This is an optimization exercise on Yosys and OpenROAD, whose aim is small area, a short achievable clock period and few clock cycles, not a production implementation. Where RTL was checked, it was by simulation tests only, not by an equivalence proof against the original.

==> job 5507 <==
## execute
module execute
(
 input  logic                           clk_i,
 input  logic                           rst_ni,
 input  logic                           ctrl_i,
 input  logic  [DATA_WIDTH-1:0]         op_a_i,
 input  logic  [DATA_WIDTH-1:0]         op_b_i,
 input  logic  [4:0]                    ALU_OP,
 output logic  [DATA_WIDTH-1:0]         alu_res_o,
 output logic                           branch_taken_o,
 output logic                           stall_o
);
    logic        sub;
    logic [32:0] addsub;
    assign sub    = (ALU_OP != FUNCT3_ADD);
    assign addsub = {1'b0, op_a_i} + {1'b0, op_b_i ^ {32{sub}}} + {32'd0, sub};
    logic ltu, lts, eq;
    assign ltu = ~addsub[32];
    assign lts = (op_a_i[31] ^ op_b_i[31]) ? op_a_i[31] : addsub[31];
    assign eq  = (op_a_i == op_b_i);
    logic        sh_use;
    logic [31:0] sh_val, sh_res, md_res;
    logic [4:0]  sh_amt;
    logic        md_busy, md_stall;
    logic        sh_left, sh_arith;
    logic [31:0] sh_in, sh_rev, sh_out;
    logic [4:0]  sh_n;
    assign sh_left  = sh_use | (ALU_OP == FUNCT3_SLL);
    assign sh_arith = ~sh_use & (ALU_OP == FUNCT7_SRA) & op_a_i[31];
    assign sh_in    = sh_use ? sh_val : op_a_i;
    assign sh_n     = sh_use ? sh_amt : op_b_i[4:0];
    always_comb for (int k = 0; k < 32; k++) sh_rev[k] = sh_left ? sh_in[31-k] : sh_in[k];
    assign sh_out = 32'($signed({sh_arith, sh_rev}) >>> sh_n);
    always_comb for (int k = 0; k < 32; k++) sh_res[k] = sh_out[31-k];
    division #(.MW(8)) Unit (
        .clk_i    (clk_i),
        .rst_ni   (rst_ni),
        .ctrl_i   (ctrl_i),
        .op_i     (ALU_OP),
        .a_i      (op_a_i),
        .b_i      (op_b_i),
        .sh_use_o (sh_use),
        .sh_val_o (sh_val),
        .sh_amt_o (sh_amt),
        .sh_res_i (sh_res),
        .busy_o   (md_busy),
        .stall_o  (md_stall),
        .res_o    (md_res)
    );
    assign stall_o = md_stall;
    logic [31:0] res;
    always_comb begin
        res = 32'd0;
        case (ALU_OP)
            5'd0, 5'd1: res = addsub[31:0];
            5'd2:       res = sh_res;
  ...
==> flow/config.mk <==
export PLATFORM = sky130hd
export DESIGN_NAME = execute
export DESIGN_NICKNAME = execute
export VERILOG_FILES = /design/flow/design.v
export SDC_FILE = /design/flow/constraint.sdc
export NUM_CORES = 4
export LEC_CHECK = 0
export CAP_MARGIN = 20
export CORE_MARGIN = 2
export CORE_UTILIZATION = 40
export PLACE_DENSITY = 0.6
export SETUP_SLACK_MARGIN = 0.4
export SLEW_MARGIN = 20
==> flow/constraint.sdc <==
create_clock -name core_clock -period 12.0 [get_ports {clk_i}]
set_input_delay 2.4000 -clock core_clock [delete_from_list [all_inputs] [get_ports {clk_i}]]
set_output_delay 2.4000 -clock core_clock [all_outputs]
set_load 0.01 [all_outputs]
run.sh (not shown) runs the stock make flow with config.mk's settings and CLKGATE_MAP_FILE= SYNTH_SCRIPT=/design/flow/synth_recipe.tcl, a recipe that flattens the netlist after the stock synthesis.
==> job 6546 (differences from job 5507) <==
--- a/flow/design.v
+++ b/flow/design.v
@@ -46,31 +46,74 @@
     logic last_chunk;
     assign last_chunk = (idx == 5'(MK - 1));
     logic [MW-1:0] chunk;
     always_comb begin
         chunk = '0;
         for (int k = 0; k < MK; k++)
             if (idx == 5'(k)) chunk = b_i[k*MW +: MW];
     end
-    logic signed [32:0]    a_ext;
-    logic signed [MW:0]    c_ext;
-    logic signed [32:0]    acc_in;
-    logic signed [33+MW:0] msum;
-    assign a_ext  = {sa & a_i[31], a_i};
-    assign c_ext  = {last_chunk & sb & b_i[31], chunk};
-    assign acc_in = (ph == 2'd0) ? 33'sd0 : $signed(acc);
-    assign msum   = a_ext * c_ext + acc_in;
+    logic [32:0] A;                        
+    assign A = {sa & a_i[31], a_i};
+    logic [MW:0] bw;                       
+    always_comb begin
+        bw = '0;
+        for (int k = 0; k < MK; k++)
+            if (idx == 5'(k)) bw = (k == 0) ? {b_i[MW-1:0], 1'b0} : b_i[k*MW-1 +: MW+1];
+    end
+    localparam int NW = 34 + MW;           
+    logic [NW-1:0] rows [MW/2];
+    logic [NW-1:0] negs;
+    always_comb begin
+        negs = '0;
+        for (int j = 0; j < MW/2; j++) begin
+            logic b1, b0, bm, one, two, ng;
+            logic [33:0] pp;
+            logic [33:0] A2;
+            bm = bw[2*j]; b0 = bw[2*j+1]; b1 = bw[2*j+2];
+            one = b0 ^ bm;
+            two = (b1 & ~b0 & ~bm) | (~b1 & b0 & bm);
+            ng  = b1;
+            A2  = {A[32], A};
+            for (int k = 0; k < 34; k++)
+                pp[k] = ((one & A2[k]) | (two & ((k == 0) ? 1'b0 : A2[k-1]))) ^ ng;
+            rows[j] = NW'({~pp[33], pp[32:0]}) << (2*j);
+            negs[2*j] = ng;
+        end
+    end
+    logic t;                               
+    assign t = last_chunk & ~sb & b_i[31];
+    logic [32:0] Ac;
+    assign Ac = A & {33{t}};
+    function automatic logic [NW-1:0] kconst(input int dummy);
+        kconst = '0;
+        for (int j = 0; j < MW/2; j++) kconst = kconst - (NW'(1) << (33 + 2*j));
+        kconst = kconst - (NW'(1) << 32);
+        kconst = kconst - (NW'(1) << (32 + MW));
+    endfunction
+    localparam logic [NW-1:0] KC = kconst(0);
+    logic [32:0] acc_in;
+    assign acc_in = (ph == 2'd0) ? 33'd0 : acc;
+    logic [NW-1:0] msum;
+    always_comb begin
+        msum = KC + NW'({~acc_in[32], acc_in[31:0]}) + negs
+             + (NW'({~Ac[32], Ac[31:0]}) << MW);
+        for (int j = 0; j < MW/2; j++) msum = msum + rows[j];
+    end
     logic [63:0] prod;
     assign prod = {msum[MW+31:0], lo[31:MW]};
     logic dsigned;
     assign dsigned = op_i[1];             
+    function automatic logic [31:0] cneg(input logic [31:0] x, input logic n);
+        for (int k = 0; k < 32; k++)
+            cneg[k] = x[k] ^ (n & ((k == 0) ? 1'b0 : |(x & ((32'd1 << k) - 32'd1))));
+    endfunction
     logic [31:0] abs_a, abs_b;
-    assign abs_a = (dsigned & a_i[31]) ? -a_i : a_i;
-    assign abs_b = (dsigned & b_i[31]) ? -b_i : b_i;
+    assign abs_a = cneg(a_i, dsigned & a_i[31]);
+    assign abs_b = cneg(b_i, dsigned & b_i[31]);
     logic bz;
     assign bz = (b_i == 32'd0);
     function automatic logic [5:0] bitlen(input logic [31:0] x);
         bitlen = 6'd0;
         for (int k = 0; k < 32; k++)
             if (x[k]) bitlen = 6'(k + 1);
     endfunction
     logic [5:0] len_r, len_d;
@@ -82,24 +125,28 @@
     assign q_zero = sdiff[6] | (len_d == 6'd0);
     assign sh_use_o = (ph == 2'd1);
     assign sh_val_o = dv;
     assign sh_amt_o = sdiff[4:0];
     logic [32:0] trial;
     logic        ge;
     assign trial = {1'b0, acc[31:0]} - {1'b0, dv};
     assign ge    = ~trial[32];
-    logic [31:0] r_next, q_next;
+    logic [31:0] r_next, q_next, r_upd, q_upd;
+    logic        ge_upd;
     assign r_next = ge ? trial[31:0] : acc[31:0];
     assign q_next = {lo[30:0], ge};
+    assign ge_upd = ge & ph[1];
+    assign r_upd  = ge_upd ? trial[31:0] : acc[31:0];
+    assign q_upd  = {lo[30:0], ge_upd};
     logic neg;
     logic [31:0] dsel, dres;
     assign neg  = dsigned & (op_i[0] ? a_i[31] : (a_i[31] ^ b_i[31]) & ~bz);
     assign dsel = op_i[0] ? r_next : q_next;
-    assign dres = neg ? -dsel : dsel;
+    assign dres = cneg(dsel, neg);
     logic done;
     always_comb begin
         done = 1'b0;
         if (is_mul) done = (ph == 2'd2) && (it == 5'd0);
         if (is_div) done = ((ph == 2'd1) && q_zero) || ((ph == 2'd2) && (it == 5'd0));
     end
     assign stall_o = busy_o & ~done;
     always_comb begin
@@ -118,52 +165,53 @@
                 else it <= it - 5'd1;
             end else begin
                 ph <= 2'd0;
             end
         end
     end
     always_ff @(posedge clk_i) begin
         if (is_mul) begin
-            acc <= 33'(msum >>> MW);
+            acc <= msum[MW+32:MW];
             lo  <= {msum[MW-1:0], lo[31:MW]};
         end else if (ph == 2'd0) begin
             acc <= {1'b0, abs_a};
-            dv  <= abs_b;
             lo  <= {32{bz}};
-        end else if (ph == 2'd1) begin
-            dv  <= sh_res_i;
         end else begin
-            acc <= {1'b0, r_next};
-            dv  <= dv >> 1;
-            lo  <= q_next;
+            acc <= {1'b0, r_upd};
+            lo  <= q_upd;
         end
+        if (ph == 2'd0) dv <= abs_b;
+        else if (ph == 2'd1) dv <= sh_res_i;
+        else dv <= dv >> 1;
     end
 endmodule
 import rv32_pkg::*;
 module execute
 (
  input  logic                           clk_i,
  input  logic                           rst_ni,
  input  logic                           ctrl_i,
  input  logic  [DATA_WIDTH-1:0]         op_a_i,
  input  logic  [DATA_WIDTH-1:0]         op_b_i,
  input  logic  [4:0]                    ALU_OP,
  output logic  [DATA_WIDTH-1:0]         alu_res_o,
  output logic                           branch_taken_o,
  output logic                           stall_o
 );
     logic        sub;
-    logic [32:0] addsub;
-    assign sub    = (ALU_OP != FUNCT3_ADD);
-    assign addsub = {1'b0, op_a_i} + {1'b0, op_b_i ^ {32{sub}}} + {32'd0, sub};
-    logic ltu, lts, eq;
-    assign ltu = ~addsub[32];
-    assign lts = (op_a_i[31] ^ op_b_i[31]) ? op_a_i[31] : addsub[31];
-    assign eq  = (op_a_i == op_b_i);
+    logic [31:0] addsub;
+    assign sub    = (ALU_OP == FUNCT3_SUB);
+    assign addsub = op_a_i + (op_b_i ^ {32{sub}}) + {31'd0, sub};
+    logic [32:0] diff;
+    logic        ltu, lts, eq;
+    assign diff = {1'b0, op_a_i} - {1'b0, op_b_i};
+    assign ltu  = diff[32];
+    assign lts  = (op_a_i[31] ^ op_b_i[31]) ? op_a_i[31] : diff[31];
+    assign eq   = (op_a_i == op_b_i);
     logic        sh_use;
     logic [31:0] sh_val, sh_res, md_res;
     logic [4:0]  sh_amt;
     logic        md_busy, md_stall;
     logic        sh_left, sh_arith;
     logic [31:0] sh_in, sh_rev, sh_out;
     logic [4:0]  sh_n;
     assign sh_left  = sh_use | (ALU_OP == FUNCT3_SLL);
@@ -188,17 +236,17 @@
         .stall_o  (md_stall),
         .res_o    (md_res)
     );
     assign stall_o = md_stall;
     logic [31:0] res;
     always_comb begin
         res = 32'd0;
         case (ALU_OP)
-            5'd0, 5'd1: res = addsub[31:0];
+            5'd0, 5'd1: res = addsub;
             5'd2:       res = sh_res;
             5'd3:       res = {31'd0, lts};
             5'd4:       res = {31'd0, ltu};
             5'd5, 5'd17: res = op_a_i ^ op_b_i;
             5'd6, 5'd9: res = sh_out;
             5'd7:       res = op_a_i | op_b_i;
             5'd8:       res = op_a_i & op_b_i;
             5'd13, 5'd14, 5'd15, 5'd16,
- CORE_UTILIZATION: 40 -> 35
- PLACE_DENSITY: 0.6 -> 0.5
- SETUP_SLACK_MARGIN: 0.4 -> 4
- TNS_END_PERCENT: not set -> 10
==> impl_results.md <==
- Sw frac: 62.7%
- Sequential share of cell area: a little under an eighth
- Status: no timing/DRC/antenna violations
- Met2 usage: 62.4%
- Tap Count: 1,030
- WL final: 167,000 um
- Simple-Gate Fraction of Synth Area: 19.3%
- Compound-cell area share of the yosys netlist: 23.1%
That was job 5507.
==> impl_results.md <==
- Compound-cell area share of the yosys netlist: 34.5%
- Simple-Gate Fraction of Synth Area: 18.7%
- Sw frac: 58.7%
- Sequential share of cell area: 9.28%
- Tap Count: 1,060
- Status: no timing/DRC/antenna violations
- WL final: 184,000 um
That was job 6546.
Testbench counts of job 6546, summed over its fixed seeds: cycles 23,623.
Function not checked in job 5507: the RTL went through the layout flow alone.

-- static timing again, ports no longer ideal --
No port has a modelled driver above. Below, the same layouts with a new extraction and two added sets of constraints. Step 1 assumes that a clkbuf_16 drives the clock port and a buf_2 every other input. Step 2 times the ports against the registers' clock, not the clock port: input delays grow and output delays shrink by t, the midpoint of the rising clock arrivals with the driver on. Slacks: ideal / step 1 / step 2; pairs: ideal / step 1.
run | t (ns) | setup slack, ns | worst setup path at the end
job 5507 | 0.534 | 0.924 / 0.869 / 0.672 | input to register
job 6546 | 0.532 | 3.517 / 3.533 / 3.009 | input to register
After both steps setup and hold are still met in every run listed. For job 6546, which loses most, drivers alone change the setup slack by +0.016 ns; drivers and shift together by -0.508 ns.
